From an optimization exercise on the open Yosys and OpenROAD flow, aimed at small area and a short achievable clock period; shortcuts taken in it are not production practice.
Only simulation tests tie the RTL to the original design; equivalence was not proved.
Power figures rest on the tool's default switching activity, not on a simulated workload.

==> flow/design.v (excerpt) <==
module pbl2_datapath(
	input wire        clk,
	input wire        rst,
	input wire [3:0]  rf_read_a,
	input wire [3:0]  rf_read_b,
	input wire [3:0]  rf_write_addr,
	input wire        rf_read_en,
	input wire        rf_write_en,
	input wire        wb_from_mem,
	input wire [31:0] mem_data,
	input wire [4:0]  opula,
	input wire        alu_src_imm,
	input wire [15:0] imm,
	input wire        alu_en,
	output reg [31:0] alu_result,
	output reg        flag_zero,
	output reg        flag_carry,
	output reg        flag_sign,
	output reg        flag_overflow,
	output reg        alu_ready,
	output reg [31:0] rf_out_a,
	output reg [31:0] rf_out_b
);
genvar i;
integer k;
wire [31:0]  wdata = wb_from_mem ? mem_data : alu_result;
wire [31:0]  wd    = rst ? 32'd0 : wdata;
wire [511:0] regs;
generate
	for (i = 0; i < 16; i = i + 1) begin : g_reg
		reg [31:0] q;
		wire en = rst | (rf_write_en & (rf_write_addr == i));
		always @(posedge clk)
			if (en) q <= (i == 1) ? {wd[31:1], wd[0] | rst} : wd;
		assign regs[32*i +: 32] = q;
	end
endgenerate
wire rd_hold = ~rst & ~rf_read_en;
reg [31:0] ma, mb;
always @(*) begin
	ma = {32{rd_hold}} & rf_out_a;
	mb = {32{rd_hold}} & rf_out_b;
	for (k = 0; k < 16; k = k + 1) begin
		ma = ma | ({32{~rst & rf_read_en & (rf_read_a == k)}} & regs[32*k +: 32]);
		mb = mb | ({32{~rst & rf_read_en & (rf_read_b == k)}} & regs[32*k +: 32]);
	end
end
always @(posedge clk) begin
	rf_out_a <= ma;
	rf_out_b <= mb;
end
reg       arith;     
reg       ovf_inc;   
reg       ovf_dec;   
reg       shl, shr;
  ...
Size in the first run: roughly 2900 cells after synthesis, about 610 flip-flops, about 170 I/O pins, about 33000 um^2 of cells after synthesis.
Settings: LEC_CHECK=0, CAP_MARGIN=30, CORE_MARGIN=2, CORE_UTILIZATION=40, CTS_CLUSTER_DIAMETER=100, CTS_CLUSTER_SIZE=30, SETUP_SLACK_MARGIN=3, SLEW_MARGIN=30, SYNTH_HIERARCHICAL=1, SYNTH_MINIMUM_KEEP_SIZE=0, TNS_END_PERCENT=0; clock period 6.0 ns.
standard.sh (not shown) runs the stock make flow with config.mk's settings and CLKGATE_MAP_FILE= SYNTH_SCRIPT=/design/flow/synth_recipe.tcl, a recipe that flattens the netlist after the stock synthesis.
==> flow/flow/run.sh <==
#!/bin/bash
# The standard layout (standard.sh), with the port buffers that
# buffer_ports inserts made plain buf_2 cells instead of its default choice
# (clkdlybuf4s50_1, a delay cell). Every port still gets its own buffer.
set -euo pipefail
bash standard.sh BUFFER_PORTS_ARGS="-buffer_cell sky130_fd_sc_hd__buf_2" finish > standard.log 2>&1
Then changed:
--- a/flow/design.v
+++ b/flow/design.v
@@ -392,30 +392,30 @@
 	for (i = 0; i < 16; i = i + 1) begin : g_reg
 		reg [31:0] q;
 		wire en = rst | (rf_write_en & (rf_write_addr == i));
 		always @(posedge clk)
 			if (en) q <= (i == 1) ? {wd[31:1], wd[0] | rst} : wd;
 		assign regs[32*i +: 32] = q;
 	end
 endgenerate
-wire rd_hold = ~rst & ~rf_read_en;
 reg [31:0] ma, mb;
 always @(*) begin
-	ma = {32{rd_hold}} & rf_out_a;
-	mb = {32{rd_hold}} & rf_out_b;
+	ma = 32'd0;
+	mb = 32'd0;
 	for (k = 0; k < 16; k = k + 1) begin
-		ma = ma | ({32{~rst & rf_read_en & (rf_read_a == k)}} & regs[32*k +: 32]);
-		mb = mb | ({32{~rst & rf_read_en & (rf_read_b == k)}} & regs[32*k +: 32]);
+		ma = ma | ({32{~rst & (rf_read_a == k)}} & regs[32*k +: 32]);
+		mb = mb | ({32{~rst & (rf_read_b == k)}} & regs[32*k +: 32]);
 	end
 end
-always @(posedge clk) begin
-	rf_out_a <= ma;
-	rf_out_b <= mb;
-end
+always @(posedge clk)
+	if (rst | rf_read_en) begin
+		rf_out_a <= ma;
+		rf_out_b <= mb;
+	end
 reg       arith;     
 reg       ovf_inc;   
 reg       ovf_dec;   
 reg       shl, shr;
 reg       logic_op;
 reg [3:0] lut;       
 reg       nop;       
 always @(*) begin
Effect: The changed run passed the timing, design-rule and antenna checks; critical path depth rose by 1; final area fell by 1.7%; count of clock-buffer cells in the layout fell by 11; flip-flop and latch count stays the same; power rose by 5.8%; via count fell by 4.5%; setup slack gains 130 ps; clock power fell by 8.1%; non-clock buffer count fell by 33; register-to-register slack gains 20 ps; global-route usage fell by 1.3 points.


== 06-21 ==
pbl2_datapath, a different RTL version from the one above (not shown whole).
For scale: ~610 flip-flops, about 170 I/O pins, ~34000 um^2 of cells after synthesis.
Settings: LEC_CHECK=0, CAP_MARGIN=20, CORE_MARGIN=2, CORE_UTILIZATION=40, SETUP_SLACK_MARGIN=3, SLEW_MARGIN=20, SYNTH_HIERARCHICAL=1, SYNTH_MINIMUM_KEEP_SIZE=0, TNS_END_PERCENT=0; clock period 6.0 ns.
run.sh (not shown) runs the stock make flow with config.mk's settings and CLKGATE_MAP_FILE= SYNTH_SCRIPT=/design/flow/synth_recipe.tcl, a recipe that flattens the netlist after the stock synthesis.
Stock flow here: none of the scripts above is used.
Setup changes, 06-21 to 08-18
--- a/flow/design.v
+++ b/flow/design.v
@@ -392,30 +392,30 @@
 	for (i = 0; i < 16; i = i + 1) begin : g_reg
 		reg [31:0] q;
 		wire en = rst | (rf_write_en & (rf_write_addr == i));
 		always @(posedge clk)
 			if (en) q <= (i == 1) ? {wd[31:1], wd[0] | rst} : wd;
 		assign regs[32*i +: 32] = q;
 	end
 endgenerate
-wire rd_hold = ~rst & ~rf_read_en;
 reg [31:0] ma, mb;
 always @(*) begin
-	ma = {32{rd_hold}} & rf_out_a;
-	mb = {32{rd_hold}} & rf_out_b;
+	ma = 32'd0;
+	mb = 32'd0;
 	for (k = 0; k < 16; k = k + 1) begin
-		ma = ma | ({32{~rst & rf_read_en & (rf_read_a == k)}} & regs[32*k +: 32]);
-		mb = mb | ({32{~rst & rf_read_en & (rf_read_b == k)}} & regs[32*k +: 32]);
+		ma = ma | ({32{~rst & (rf_read_a == k)}} & regs[32*k +: 32]);
+		mb = mb | ({32{~rst & (rf_read_b == k)}} & regs[32*k +: 32]);
 	end
 end
-always @(posedge clk) begin
-	rf_out_a <= ma;
-	rf_out_b <= mb;
-end
+always @(posedge clk)
+	if (rst | rf_read_en) begin
+		rf_out_a <= ma;
+		rf_out_b <= mb;
+	end
 reg       arith;     
 reg       ovf_inc;   
 reg       ovf_dec;   
 reg       shl, shr;
 reg       logic_op;
 reg [3:0] lut;       
 reg       nop;       
 always @(*) begin
--- outcome ---
Sort 08-18 and 06-21 by final setup slack of the worst path, descending, and 08-18 comes first. For 08-18, the timing endpoint of the critical path was rf_out_a[19], unlike 06-21, where it was alu_result[25]. Highest achievable clock rate (08-18 over 06-21): increase, 8.5 MHz. [08-18 vs 06-21] die area: lower in 08-18. 08-18 vs 06-21 — met3 layer usage reported by global route dropped 1.8 points. Looking at routed wirelength normalized by instance count, 08-18 sits about 2.7% lower than 06-21 does.


Starting RTL as in the previous note.
export LEC_CHECK = 0
export CAP_MARGIN = 30
export CORE_MARGIN = 2
export CORE_UTILIZATION = 40
export CTS_CLUSTER_DIAMETER = 100
export CTS_CLUSTER_SIZE = 30
export SETUP_SLACK_MARGIN = 3
export SLEW_MARGIN = 30
export SYNTH_HIERARCHICAL = 1
export SYNTH_MINIMUM_KEEP_SIZE = 0
export TNS_END_PERCENT = 0
create_clock -name core_clock -period 6.0 [get_ports {clk}]
standard.sh (not shown) runs the stock make flow with config.mk's settings and CLKGATE_MAP_FILE= SYNTH_SCRIPT=/design/flow/synth_recipe.tcl, a recipe that flattens the netlist after the stock synthesis.
Scripts as last shown in full above: flow/flow/run.sh
Rerun with:
--- a/flow/design.v
+++ b/flow/design.v
@@ -393,28 +393,28 @@
 		reg [31:0] q;
 		wire en = rst | (rf_write_en & (rf_write_addr == i));
 		always @(posedge clk)
 			if (en) q <= (i == 1) ? {wd[31:1], wd[0] | rst} : wd;
 		assign regs[32*i +: 32] = q;
 	end
 endgenerate
-wire rd_hold = ~rst & ~rf_read_en;
 reg [31:0] ma, mb;
 always @(*) begin
-	ma = {32{rd_hold}} & rf_out_a;
-	mb = {32{rd_hold}} & rf_out_b;
+	ma = 32'd0;
+	mb = 32'd0;
 	for (k = 0; k < 16; k = k + 1) begin
-		ma = ma | ({32{~rst & rf_read_en & (rf_read_a == k)}} & regs[32*k +: 32]);
-		mb = mb | ({32{~rst & rf_read_en & (rf_read_b == k)}} & regs[32*k +: 32]);
+		ma = ma | ({32{~rst & (rf_read_a == k)}} & regs[32*k +: 32]);
+		mb = mb | ({32{~rst & (rf_read_b == k)}} & regs[32*k +: 32]);
 	end
 end
-always @(posedge clk) begin
-	rf_out_a <= ma;
-	rf_out_b <= mb;
-end
+always @(posedge clk)
+	if (rst | rf_read_en) begin
+		rf_out_a <= ma;
+		rf_out_b <= mb;
+	end
 reg       arith;     
 reg       ovf_inc;   
 reg       ovf_dec;   
 reg       shl, shr;
 reg       logic_op;
 reg [3:0] lut;       
 reg       nop;       
After rerunning:
- The new run completed without violations
- wire length came out lower by 6.3%
- global-route usage decreases by 2.5 points
- hold slack is better by 89 ps
- fmax climbs by 3.2%
- setup slack improved by 110 ps
- non-clock buffer count shrinks by 18

-- static timing again, ports no longer ideal --
How much do the figures lean on ideal ports? The routed layouts below were timed once more, with nothing changed but the port constraints.
Step 1 (the two cells are an assumption about what drives the block):
set clk [get_ports {clk}]
set_driving_cell -lib_cell sky130_fd_sc_hd__clkbuf_16 $clk
set_driving_cell -lib_cell sky130_fd_sc_hd__buf_2 [delete_from_list [all_inputs] $clk]
Step 2 also shifts input and output timing later by t, the mid clock arrival at the registers, as if the neighbouring blocks saw the same clock.
a / b / c = ideal / step 1 / step 2; a / b = the first two.
| run | t, ns | setup WS [ns] | worst slew at a driven data input, ns |
|---|---|---|---|
| the first run of note 1 | 0.742 | 2.532 / 2.565 / 1.823 | 0.11 |
| the second run of note 1 | 0.733 | 2.661 / 2.518 / 1.785 | 0.23 |
| 06-21 | 0.694 | 2.360 / 2.373 / 1.679 | 0.18 |
| 08-18 | 0.683 | 2.469 / 2.367 / 1.683 | 0.19 |
| the first run of note 3 | 0.731 | 2.402 / 2.405 / 1.674 | 0.17 |
| the second run of note 3 | 0.738 | 2.514 / 2.390 / 1.652 | 0.20 |
After both steps every run listed still meets setup and hold. The setup slack of the second run of note 1, which loses most, moves by -0.143 ns with the drivers and by -0.876 ns with both steps.
